This design comes from an exercise in tuning for small area on the open sky130 flow, not from production work.
Only simulation tests tie the RTL to the original design; equivalence was not proved.
No activity file was given, so power comes from the tool's default toggle rates.

===== flow/design.v =====
module prbs(
            clk,
            rst,
            enable,
            valid,
            bit_out
            );
    parameter SEED = 0;
    output bit_out;
    input rst;
    input clk;
    input enable;
    input valid;
    reg [8 : 0] buffer;
    always@(posedge clk or negedge rst) begin
        if(!rst) begin
            buffer <= SEED;
        end
        else begin
            if (enable & valid) begin
                buffer <= {buffer[0]^buffer[4] , buffer[8:1]};
            end
        end
    end
    assign bit_out = buffer[0];
endmodule
module tx(
          clk,
          rst,
          enable,
          tx_in,
          tx_out
          );
    parameter UPSAMPLE = 4;
    parameter NCOEF = 24;
    parameter COEF = {NCOEF*COEF_NBITS{1'b0}};
    parameter COEF_NBITS = 8;
    parameter COEF_FBITS = 7;
    parameter OUT_NBITS = 8;
    parameter OUT_FBITS = 7;
    localparam BUFFER_IN_SIZE = NCOEF;
    localparam OUT_FULL_NBITS = COEF_NBITS + $clog2(BUFFER_IN_SIZE);
    localparam OUT_FULL_FBITS = COEF_FBITS;
    localparam OUT_SHIFT = OUT_NBITS - OUT_FBITS - 1;
    input clk;
    input rst;
    input enable;
    input tx_in;
    output reg[OUT_NBITS-1:0] tx_out;
    reg signed [OUT_FULL_NBITS-1:0] tx_out_full;
    reg signed [OUT_FULL_NBITS-1:0] tx_out_full_A;
    reg signed [OUT_FULL_NBITS-1:0] tx_out_full_B;
    reg [BUFFER_IN_SIZE-1:0] buffer_in;
    reg signed [COEF_NBITS-1:0] coeficients [0:NCOEF-1];
    reg [$clog2(UPSAMPLE)-1:0] conv_shift;
    reg  sat_flag;
    integer i;
    integer i_b;
    always@(posedge clk or negedge rst) 
    begin
        if(!rst) begin
            for (i=0; i<NCOEF; i=i+1) begin
                coeficients[i] <= COEF[COEF_NBITS*NCOEF -1 -i*COEF_NBITS -: COEF_NBITS];
            end
            conv_shift <= 0;
            buffer_in <= {BUFFER_IN_SIZE{1'b0}};
        end
        else begin
            if (enable) begin
                if (conv_shift == UPSAMPLE-1)
                    conv_shift <= 0;
                else
                    conv_shift <= (conv_shift+1'b1);
                buffer_in <= {tx_in, buffer_in[BUFFER_IN_SIZE-1:1]};
            end
            else begin
                conv_shift <= conv_shift;
                buffer_in <= buffer_in;
            end
        end
    end
    always@(posedge clk or negedge rst)
    begin
        if (!rst) begin
            tx_out_full <= {OUT_FULL_NBITS{1'b0}};
        end
        else
            if(enable)
                tx_out_full <= tx_out_full_A + tx_out_full_B;
            else
                tx_out_full <= tx_out_full;
    end
    always@* 
    begin
        tx_out_full_A = {OUT_FULL_NBITS{1'b0}};
        tx_out_full_B = {OUT_FULL_NBITS{1'b0}};
        for (i=0; i<(NCOEF/UPSAMPLE)/2; i=i+1) begin
            if(buffer_in[BUFFER_IN_SIZE-1-(i*UPSAMPLE+conv_shift)])
                tx_out_full_A = tx_out_full_A + coeficients[i*UPSAMPLE+conv_shift];
            else
                tx_out_full_A = tx_out_full_A - coeficients[i*UPSAMPLE+conv_shift];
            i_b = i+(NCOEF/UPSAMPLE)/2;
            if(buffer_in[BUFFER_IN_SIZE-1-(i_b*UPSAMPLE+conv_shift)])
                tx_out_full_B = tx_out_full_B + coeficients[i_b*UPSAMPLE+conv_shift];
            else
                tx_out_full_B = tx_out_full_B - coeficients[i_b*UPSAMPLE+conv_shift];
        end
    end
    always@*
    begin
        sat_flag = 0;
        for (i=OUT_FULL_FBITS+OUT_SHIFT; i<OUT_FULL_NBITS-1; i=i+1)
            if(tx_out_full[i]^tx_out_full[i+1])
                sat_flag = 1;
        if (sat_flag) begin
            if (tx_out_full[OUT_FULL_NBITS-1])
                tx_out = {1'b1, {OUT_NBITS-1{1'b0}}};
            else
                tx_out = {1'b0, {OUT_NBITS-1{1'b1}}};
        end
        else 
            tx_out = tx_out_full[OUT_FULL_FBITS+OUT_SHIFT : OUT_FULL_FBITS - OUT_FBITS];
    end
endmodule
module rx(
          clk,
          rst,
          enable,
          rx_in,
          phase_in,
          rx_out,
          rx_bit_out
          );
    parameter UPSAMPLE = 4;
    parameter NCOEF = 24;
    parameter COEF = {NCOEF*COEF_NBITS{1'b0}};
    parameter COEF_NBITS = 8;
    parameter COEF_FBITS = 7;
    parameter DATA_NBITS = 8;
    parameter OUT_NBITS = 8;
    parameter OUT_FBITS = 7;
    localparam BUFFER_IN_SIZE = NCOEF;
    localparam MULT_NBITS = 2*COEF_NBITS;
    localparam OUT_FULL_NBITS = 2*COEF_NBITS + $clog2(BUFFER_IN_SIZE);
    localparam OUT_FULL_FBITS = 2*COEF_FBITS;
    localparam OUT_SHIFT = OUT_NBITS - OUT_FBITS - 1;
    input clk;
    input rst;
    input enable;
    input signed [DATA_NBITS-1:0] rx_in;
    input [$clog2(UPSAMPLE)-1:0] phase_in;
    output reg signed [OUT_NBITS - 1 : 0] rx_out;
    output reg rx_bit_out;
    reg  sat_flag;
    reg  signed [OUT_FULL_NBITS - 1 : 0] rx_out_full;
    reg signed [OUT_FULL_NBITS-1:0] filter_buffer [NCOEF-1:0];
    reg signed [MULT_NBITS-1:0] multiplication [NCOEF-1:0];
    reg signed [COEF_NBITS-1:0] coeficients [NCOEF-1:0];
    reg [$clog2(UPSAMPLE)-1:0] clk_counter;
    integer i;
    always@(posedge clk or negedge rst) 
    begin
        if(!rst) begin
            for (i=0; i<NCOEF; i=i+1) begin
                coeficients[i] <= COEF[COEF_NBITS*NCOEF -1 -i*COEF_NBITS  -: COEF_NBITS];
            end
            clk_counter <= 0;
            for(i=0; i<NCOEF; i=i+1) begin
                filter_buffer[i] <= {OUT_FULL_NBITS{1'b0}};
            end
            for(i=0; i<NCOEF; i=i+1) begin
             multiplication[i] <= {OUT_FULL_NBITS{1'b0}};
            end
            rx_out_full <= 0;
            rx_bit_out <= 0;
        end
        else begin
            if (enable) begin
                if (clk_counter == UPSAMPLE-1) 
                    clk_counter <= 0;
                else
                    clk_counter <= clk_counter+1;
                for (i=0; i<NCOEF; i=i+1) begin
                    multiplication[i] <= rx_in*coeficients[i];
                end
                filter_buffer[0] <= multiplication[0];
                for(i=1; i<NCOEF; i=i+1) begin
                    filter_buffer[i] <= filter_buffer[i-1]+multiplication[i];
                end
                if (clk_counter == phase_in) begin
                    rx_bit_out <= ~filter_buffer[NCOEF-1][OUT_FULL_NBITS-1];
                end
                rx_out_full <= filter_buffer[NCOEF-1];
            end
            else begin
                clk_counter <= clk_counter;
                for (i=0; i<NCOEF; i=i+1) begin
                    multiplication[i] <= multiplication[i];
                    filter_buffer[i] <= filter_buffer[i];
                end
                rx_bit_out <= rx_bit_out;
                rx_out_full <= rx_out_full;
            end
        end
    end
    always@*
    begin
        sat_flag = 0;
        for (i=OUT_FULL_FBITS+OUT_SHIFT; i<OUT_FULL_NBITS-1; i=i+1)
            if(rx_out_full[i]^rx_out_full[i+1])
                sat_flag = 1;
        if (sat_flag) begin
            if (rx_out_full[OUT_FULL_NBITS-1])
                rx_out = {1'b1, {OUT_NBITS-1{1'b0}}};
            else
                rx_out = {1'b0, {OUT_NBITS-1{1'b1}}};
        end
        else 
            rx_out = rx_out_full[OUT_FULL_FBITS+OUT_SHIFT : OUT_FULL_FBITS - OUT_FBITS];
    end
endmodule
module ber(
           clk,
           rst,
           enable,
           valid,
           sx,
           dx,
           error_flag,
           error_count,
           bit_count
           );
    parameter SEQ_LEN = 1022;
    parameter REG_LEN = 64;
    localparam SHIFT_LEN = $clog2(SEQ_LEN);
    input clk;
    input rst;
    input enable;
    input valid;
    input sx;
    input dx;
    output error_flag;
    output reg [REG_LEN-1:0] error_count;
    output reg [REG_LEN-1:0] bit_count;
    reg [REG_LEN-1:0] min_error_count;
    reg [SHIFT_LEN-1:0] shift;
    reg [SHIFT_LEN-1:0] min_shift;
    reg [SHIFT_LEN-1:0] counter;
    reg [SEQ_LEN-1:0] buffer_in;
    reg adapt_flag;
    assign error_flag = (error_count != 0);
    always@(posedge clk or negedge rst)
    begin
        if (!rst) begin
            error_count <= {REG_LEN{1'b0}};
            bit_count <= {REG_LEN{1'b0}};
            min_error_count <= {REG_LEN{1'b1}};
            shift <= {SHIFT_LEN{1'b0}};
            min_shift <= {SHIFT_LEN{1'b0}};
            counter <= {SHIFT_LEN{1'b0}};
            buffer_in <= {SEQ_LEN{1'b0}};
            adapt_flag <= 1;
        end
        else begin
            if (enable & valid) begin
                buffer_in <= {sx, buffer_in[SEQ_LEN-1:1]};
                if (adapt_flag) begin
                    if (counter < SEQ_LEN) begin
                        error_count <= error_count + (buffer_in[SEQ_LEN-1-shift] ^ dx);
                        counter <= counter + 1;
                    end
                    else begin
                        if (error_count < min_error_count) begin
                            min_error_count <= error_count;
                            min_shift <= shift;
                        end
                        counter <= 0;
                        error_count <= 0;
                        shift <= shift + 1;
                    end
                    if (shift == SEQ_LEN) begin
                        adapt_flag <= 0;
                        error_count <= 0;
                    end
                end
                else begin
                    error_count <= error_count + (buffer_in[SEQ_LEN-1-min_shift] ^ dx);
                    bit_count <= bit_count + 1;
                end
            end
        end
    end
endmodule
module dsp(
           rst,
           clk,
           i_enable_tx,
           i_enable_rx,
           i_enable_ber,
           i_phase,
           o_error_count_r,
           o_error_count_i,
           o_bit_count_r,
           o_bit_count_i,
           o_tx,
           o_rx,
           o_led
           );
    parameter SEED_R = 9'h1AA;
    parameter SEED_I = 9'h1FE;
    localparam REG_COUNT_LEN = 64;
    localparam UPSAMPLE = 4;
    input rst;
    input clk;
    input i_enable_tx;
    input i_enable_rx;
    input i_enable_ber;
    input [1:0] i_phase;
    output [REG_COUNT_LEN - 1 : 0] o_error_count_r;
    output [REG_COUNT_LEN - 1 : 0] o_error_count_i;
    output [REG_COUNT_LEN - 1 : 0] o_bit_count_r;
    output [REG_COUNT_LEN - 1 : 0] o_bit_count_i;
    output [15:0] o_tx;
    output [15:0] o_rx;
    output [3:0] o_led;
    wire error_flag_r;
    wire prbs_out_r;
    wire [7:0] tx_out_r;
    wire [7:0] rx_out_r;
    wire rx_bit_out_r;
    wire error_flag_i;
    wire prbs_out_i;
    wire [7:0] tx_out_i;
    wire [7:0] rx_out_i;
    wire rx_bit_out_i;
    reg [1:0] clk_counter;
    reg enable_prbs;
    reg valid_prbs;
    reg valid_ber;
    reg [1:0] phase;
    reg ber_rst;
    reg enable_tx;
    reg enable_rx;
    assign o_led[0] = enable_tx;
    assign o_led[1] = enable_rx;
    assign o_led[2] = 1'b0; 
    assign o_led[3] = ~(error_flag_r | error_flag_i);
    assign o_tx = {tx_out_r, tx_out_i};
    assign o_rx = {rx_out_r, rx_out_i};  
    localparam COEF = {8'h0, 8'hfe, 8'hff, 8'h0, 8'h2, 8'h0, 8'hfb, 8'hf5,
                        8'hf9, 8'ha, 8'h25, 8'h3e, 8'h48, 8'h3e, 8'h25, 8'ha, 
                        8'hf9, 8'hf5,8'hfb, 8'h0, 8'h2, 8'h0, 8'hff, 8'hfe};
    always @ (posedge clk or negedge rst) begin
        if (!rst) begin
            clk_counter <= 0;
            valid_prbs <= 0;
            valid_ber <= 0;
            phase <= 0;
            ber_rst <= 0;
            enable_tx <= 0;
            enable_rx <= 0;
        end
        else begin
            clk_counter <= clk_counter+1;
            if (clk_counter == 0) begin
                valid_prbs <= 1;
                valid_ber <= 1;
            end
            else begin
                valid_prbs <= 0;
                valid_ber <= 0;
            end
            phase <= i_phase;
            enable_tx <= i_enable_tx;
            enable_rx <= i_enable_rx;
            if ((i_phase != phase)) begin
                ber_rst <= 0;
            end
            else if ((enable_rx == 0) && (i_enable_rx == 1)) begin
                ber_rst <= 0;
            end
            else begin
                ber_rst <= 1;
            end
         end
    end
    prbs
        #(
        .SEED (SEED_R)
        )
    prbs_r(
        .clk (clk),
        .rst (rst),
        .enable (enable_tx),
        .valid (valid_prbs),
        .bit_out (prbs_out_r)
        );
    tx
        #(
        .COEF(COEF)
        )
    tx_r(
        .clk (clk),
        .rst (rst),
        .enable (enable_tx),
        .tx_in (prbs_out_r),
        .tx_out (tx_out_r)
        );
    rx
        #(
        .COEF(COEF)
        )
    rx_r(
        .clk (clk),
        .rst (rst),
        .enable (enable_rx),
        .rx_in (tx_out_r),
        .phase_in (phase),
        .rx_out (rx_out_r),
        .rx_bit_out (rx_bit_out_r)
        );
    ber
        #(
        .REG_LEN(REG_COUNT_LEN)
        )
    ber_r(
        .clk (clk),
        .rst (ber_rst),
        .enable (i_enable_ber),
        .valid (valid_ber),
        .sx (prbs_out_r),
        .dx (rx_bit_out_r),
        .error_count (o_error_count_r),
        .bit_count (o_bit_count_r),
        .error_flag (error_flag_r)
        );
    prbs
        #(
        .SEED (SEED_I)
        )
    prbs_i(
        .clk (clk),
        .rst (rst),
        .enable (enable_tx),
        .valid (valid_prbs),
        .bit_out (prbs_out_i)
        );
    tx
        #(
        .COEF(COEF)
        )
    tx_i(
        .clk (clk),
        .rst (rst),
        .enable (enable_tx),
        .tx_in (prbs_out_i),
        .tx_out (tx_out_i)
        );
    rx
        #(
        .COEF(COEF)
        )
    rx_i(
        .clk (clk),
        .rst (rst),
        .enable (enable_rx),
        .rx_in (tx_out_i),
        .phase_in (phase),
        .rx_out (rx_out_i),
        .rx_bit_out (rx_bit_out_i)
        );
    ber
        #(
        .REG_LEN(REG_COUNT_LEN)
        )
    ber_i(
        .clk (clk),
        .rst (ber_rst),
        .enable (i_enable_ber),
        .valid (valid_ber),
        .sx (prbs_out_i),
        .dx (rx_bit_out_i),
        .error_count (o_error_count_i),
        .bit_count (o_bit_count_i),
        .error_flag (error_flag_i)
        );
endmodule

===== flow/run.sh =====
#!/bin/bash
# synth_recipe.tcl (not shown) runs the flow's synth.tcl, then flattens the netlist and writes it again
# the make line also repeats each setting of config.mk as NAME=value (left out here)
make -C /OpenROAD-flow-scripts/flow DESIGN_CONFIG=/design/flow/config.mk WORK_HOME=/design/flow/orfs CLKGATE_MAP_FILE= SYNTH_SCRIPT=/design/flow/synth_recipe.tcl finish

===== flow/config.mk =====
export PLATFORM = sky130hd
export DESIGN_NAME = dsp
export DESIGN_NICKNAME = dsp
export VERILOG_FILES = /design/flow/design.v
export SDC_FILE = /design/flow/constraint.sdc
export NUM_CORES = 4
export LEC_CHECK = 0
export CAP_MARGIN = 20
export CORE_MARGIN = 2
export CORE_UTILIZATION = 40
export SLEW_MARGIN = 20

===== flow/constraint.sdc =====
create_clock -name core_clock -period 8.0 [get_ports {clk}]
set_input_delay 1.6000 -clock core_clock [delete_from_list [all_inputs] [get_ports {clk}]]
set_output_delay 1.6000 -clock core_clock [all_outputs]
set_load 0.01 [all_outputs]

==> results list <==
- Of the total synthesized cell area, the portion taken by XOR and XNOR cells is 3.68%.
- # H-tree levels: 5
* Period Utilization, post-route: 89.4%
- Clock power share: 19.9%
* Critical path fanouts, max: 54
- Clock-pin slew was measured on the worst setup and hold paths at 60 ps.
- Cells with a size suffix above 1 make up 13.7% of the layout.
- Setup total negative slack: 0 ps
- After Yosys synthesis, full adders, half adders and majority gates account for 7.60% of the synthesized area.
* Average instance area after synthesis: 9.62 um2
* Overall die area: 576000 um2
* Run status: finished clean
* Share of synthesized area spent on multiplexers: 15.8%
- Endpoints failing setup: 0
- Synthesis inferred 3732 register bits.
- In this run the power density over the cells is 415 nW/um2.
* Total global routing overflow: 0
* Worst-case reg-to-reg path depth: 21
* Maximum Capacitance Violations: 0
* Number of hold violations in the final report: 0
- Seq/Total Area, Yosys: 41.0%
- Finished Cell Area: 254000 um2
* Count of vias placed by the detailed router: 178782
- After the first detailed-routing iteration, the DRC count stood at 16801.
- Of the total power, combinational logic draws 56.1%.
* Number of cells on the worst hold path: 2
* Relative contribution of sequential cells to total power: 23.9%
* TritonCTS clock tree: done
* Total detailed-routing wirelength: 688 mm
- Num CTS Buffers: 433
* Setup repair bufs after CTS: 0
* Die width: 759 um
- Global routing usage summed across all routing layers: 23.4%
- After clock tree synthesis, the flow added hold-fix buffers numbering 0.
- IR Drop Worst-Case VDD: 0.779 mV
- The first global-routing pass estimated 1070 mm of wire.
- Cell Area, Placed: 239000 um2
* Largest net degree at the start of global routing: 233
* Vertical die dimension: 759 um
* Arrival time reported for the critical path endpoint: 7980 ps
- Max Freq: 140 MHz
- Count of flip-flops with a built-in enable after synthesis: 0
* Net switching component of the power: 43.3 mW
- The number of nets handed over by synthesis was 25008.
* Number of standard cells in the final layout excluding fillers: 31356
- Total I/O pin count: 299
* Port Buffer Count: 297
* Max-slew headroom at the worst pin: 9.77%
- From synthesis to final layout, the design area changed by 11.3%.
- At the end of routability-driven placement, the weighted congestion stood at 0.925.
* Number of resized instances in the post-cts repair step: 0
- The core region is 568000 um2.
* Unrepaired setup endpoints after global routing: false
- STA classifies the critical path endpoint as a flop.
- Starting density of the core: 40.1%
* Fraction of power spent switching nets: 41.2%
* Main combinational cell family by area after synthesis: simple AND/OR/NAND/NOR gates
- Leading register cell type out of synthesis: sky130_fd_sc_hd__dfrtp_1
* Number of nets at the end of the flow: 24774
- Latest clock arrival within the worst-skew pair: 1070 ps
* P_leak: 117 nW
- Post-detailed-placement half-perimeter wirelength: 469 mm
* Vias in the first global route: 175543
- Filler cell count: 53451
- Proportion of register bits with asynchronous set or reset after synthesis: 100%
- The first detailed-routing pass ran for 8 iterations.
- For the pin with the worst max-slew slack, the measured transition is 1350 ps.
- Synthesis Warnings: 10
- Simple-gate share of the synthesized area: 17.9%
- Cells after synthesis: 23695
* Clock Path Buffers: 4
- Routed wirelength normalized by instance count: 22.0 um
- TritonCTS Sinks: 3732
- Number of remaining DRC errors: 0
- In the routed layout, each cell is associated on average with a via count of 5.70.
* Class of the most critical setup path: reg2reg
- Pins Over Slew Limit: 0
- Site Rows: 277
- Initial antenna violation count: 13
* Synth Area in Compound Gates: 10.3%
* Count of unique library cells instantiated by Yosys: 106
- Element type at the critical path start: flop
* Data required time at the worst endpoint: 8830 ps
- The routed design could run at a clock period as short as 7160 ps.
- Internal power: 61.8 mW
* Count of nets left with antenna violations after detail routing: 0
- Worst clock skew on the final layout: 120 ps
- Netlist Area Pre-Place: 228000 um2
- DP Cell Count: 30558
- Root buffer selected by CTS: sky130_fd_sc_hd__clkbuf_16
* Path category of the worst min-delay check: reg2reg
==> cells in the mapped netlist, drive strengths merged (155+ instances only) <==
| library cell | n | area share, % |
|---|---|---|
| a211oi | 155 | 0.51 |
| a21o | 296 | 0.97 |
| a21oi | 865 | 1.9 |
| buf | 372 | 0.95 |
| clkbuf | 968 | 1.6 |
| dfrtp | 3589 | 39 |
| ha | 1174 | 6.4 |
| inv | 714 | 1.2 |
| mux2 | 945 | 4.7 |
| mux2i | 453 | 2.0 |
| mux4 | 927 | 9.2 |
| nand2 | 7163 | 12 |
| nand3 | 429 | 0.94 |
| nand4 | 172 | 0.48 |
| nor2 | 781 | 1.3 |
| nor3 | 301 | 0.67 |
| o21ai | 713 | 1.6 |
| xnor2 | 716 | 2.8 |
| xor2 | 233 | 0.90 |
==> per-stage QoR <==
stage / util [%] / setup slack (ps) / power [mW] / hold WS [ps]
2_1_floorplan: - / -15620 / 69.8 / 386
3_3_place_gp: 42.0 / 1020 / 82.8 / 397
3_5_place_dp: 42.0 / 977 / 83.9 / 411
4_1_cts: 44.6 / 923 / 106 / 418
5_1_grt: 44.6 / 439 / 114 / 455
6_report: 44.6 / 844 / 105 / 395
==> layout by cell type (no fill, tap or decap), types with 453 or more instances in the layout <==
cell type and n:
sky130_fd_sc_hd__a21oi_1 861, sky130_fd_sc_hd__dfrtp_1 3577, sky130_fd_sc_hd__ha_1 1170, sky130_fd_sc_hd__inv_1 708, sky130_fd_sc_hd__mux2_2 945, sky130_fd_sc_hd__mux2i_1 453
sky130_fd_sc_hd__mux4_2 927, sky130_fd_sc_hd__nand2_1 7160, sky130_fd_sc_hd__nor2_1 774, sky130_fd_sc_hd__o21ai_0 708, sky130_fd_sc_hd__xnor2_1 699
==> critical path, stage by stage, from the launching register on <==
cell	delay [ps]
sky130_fd_sc_hd__dfrtp_4	520
sky130_fd_sc_hd__ha_4	1060
sky130_fd_sc_hd__nand2b_1	800
sky130_fd_sc_hd__o221ai_1	250
sky130_fd_sc_hd__o22ai_1	230
sky130_fd_sc_hd__a211oi_1	70
sky130_fd_sc_hd__a21oi_1	270
sky130_fd_sc_hd__nand2_1	90
sky130_fd_sc_hd__a21oi_1	300
sky130_fd_sc_hd__o21ai_0	360
sky130_fd_sc_hd__nor4_2	790
sky130_fd_sc_hd__buf_4	270
sky130_fd_sc_hd__xnor2_1	120
sky130_fd_sc_hd__ha_1	210
sky130_fd_sc_hd__and3_1	250
sky130_fd_sc_hd__nand3_1	160
sky130_fd_sc_hd__nor4_1	400
sky130_fd_sc_hd__and2_1	280
sky130_fd_sc_hd__mux2i_1	210
sky130_fd_sc_hd__nor2_1	50
sky130_fd_sc_hd__a21oi_1	140
sky130_fd_sc_hd__o31ai_1	90
==> power groups by stage <==
stage	Clock (mW)	Sequential (mW)	Combinational, mW
floorplan	0	24.7	45.1
global placement	0	25.4	57.4
detailed placement	0	25.5	58.4
CTS	21.4	25.2	58.9
global route	22.2	25.6	66.1
finish	21.0	25.2	59.0
==> final cells by class <==
type / instances / area, um2 / share of cell area (%)
Timing Repair Buffer: 671 / 6630 / 2.61
Clock buffer: 632 / 12700 / 4.99
Clock inverter: 159 / 2270 / 0.896
Multi-Input combinational cell: 17905 / 126000 / 49.8
Antenna cell: 6 / 15.0 / 0.00592
Sequential cell: 3732 / 93600 / 36.9
Inverter: 718 / 2700 / 1.07
Tap cell: 7533 / 9430 / 3.71
==> metal layers <==
metal  share of wire, %  GRT usage [%]  vias to the layer above
li1                   -              -                    82584
met1                 44           32.5                    89020
met2                 44           36.1                     5885
met3                8.4           5.33                     1291
met4                3.9           8.22                        2
met5             0.0029              0                        -
==> sequential cells by signal, summed over array words and instances (netlist names), 13 cells and up <==
signal,flops
rx_i.filter_buffer,460
ber_i.bit_count,64
ber_r.error_count,64
rx_i.multiplication,92
tx_r.buffer_in,24
tx_r.tx_out_full,13
rx_r.rx_out_full,14
rx_i.rx_out_full,14
ber_r.bit_count,64
ber_i.min_error_count,64
ber_i.buffer_in,1022
tx_i.buffer_in,24
ber_r.buffer_in,1022
rx_r.multiplication,92
rx_r.filter_buffer,460
tx_i.tx_out_full,13
ber_i.error_count,64
ber_r.min_error_count,64
==> logic make-up (layout without fill, tap and decap cells) <==
kind of cell / after synthesis / in the layout
and+or+nand+nor: 9771 / 9771
muxes: 2325 / 2325
adders and majority gates: 1306 / 1306
xor gates and xnor gates: 951 / 951
AOI/OAI and AO/OA: 3551 / 3551
other: 1 / 7
DFF: 3732 / 3732
buffers and inverters: 2058 / 2180
==> path summary, 6_finish.rpt <==
kind	from	slack (ps)	to
setup reg to reg	ber_r.min_shift[1]	840	ber_r.error_count[27]
hold reg to reg	ber_i.buffer_in[34]	400	ber_i.buffer_in[33]
min in group asynchronous	ber_rst	420	ber_i.buffer_in[966]
max in group asynchronous	ber_rst	5390	ber_r.buffer_in[947]
setup / recovery	ber_r.min_shift[1]	840	ber_r.error_count[27]
hold / removal	ber_i.buffer_in[34]	400	ber_i.buffer_in[33]

static timing again, ports no longer ideal:
No port has a modelled driver above. Below, the same layout with a new extraction and two added sets of constraints.
Step 1 sets driving cells, clkbuf_16 on the clock port and buf_2 on the other inputs (assumed; they add their load-dependent delay and slew).
Step 2 times the ports against the registers' clock, not the clock port: input delays grow and output delays shrink by t, the midpoint of the rising clock arrivals with the driver on.
Three values: no drivers, after step 1, after step 2; two values: the first two.
t, ns: 1.136
setup WS [ns]: 0.844 / 0.844 / 0.844
worst setup path at the end: register to register
slew at the worst register clock pin (ns): 0.07 / 0.07
worst slew at a driven data input, ns: 0.12
After both steps this run still meets setup and hold. For this run, drivers alone change the setup slack by 0.000 ns; drivers and shift together by 0.000 ns.
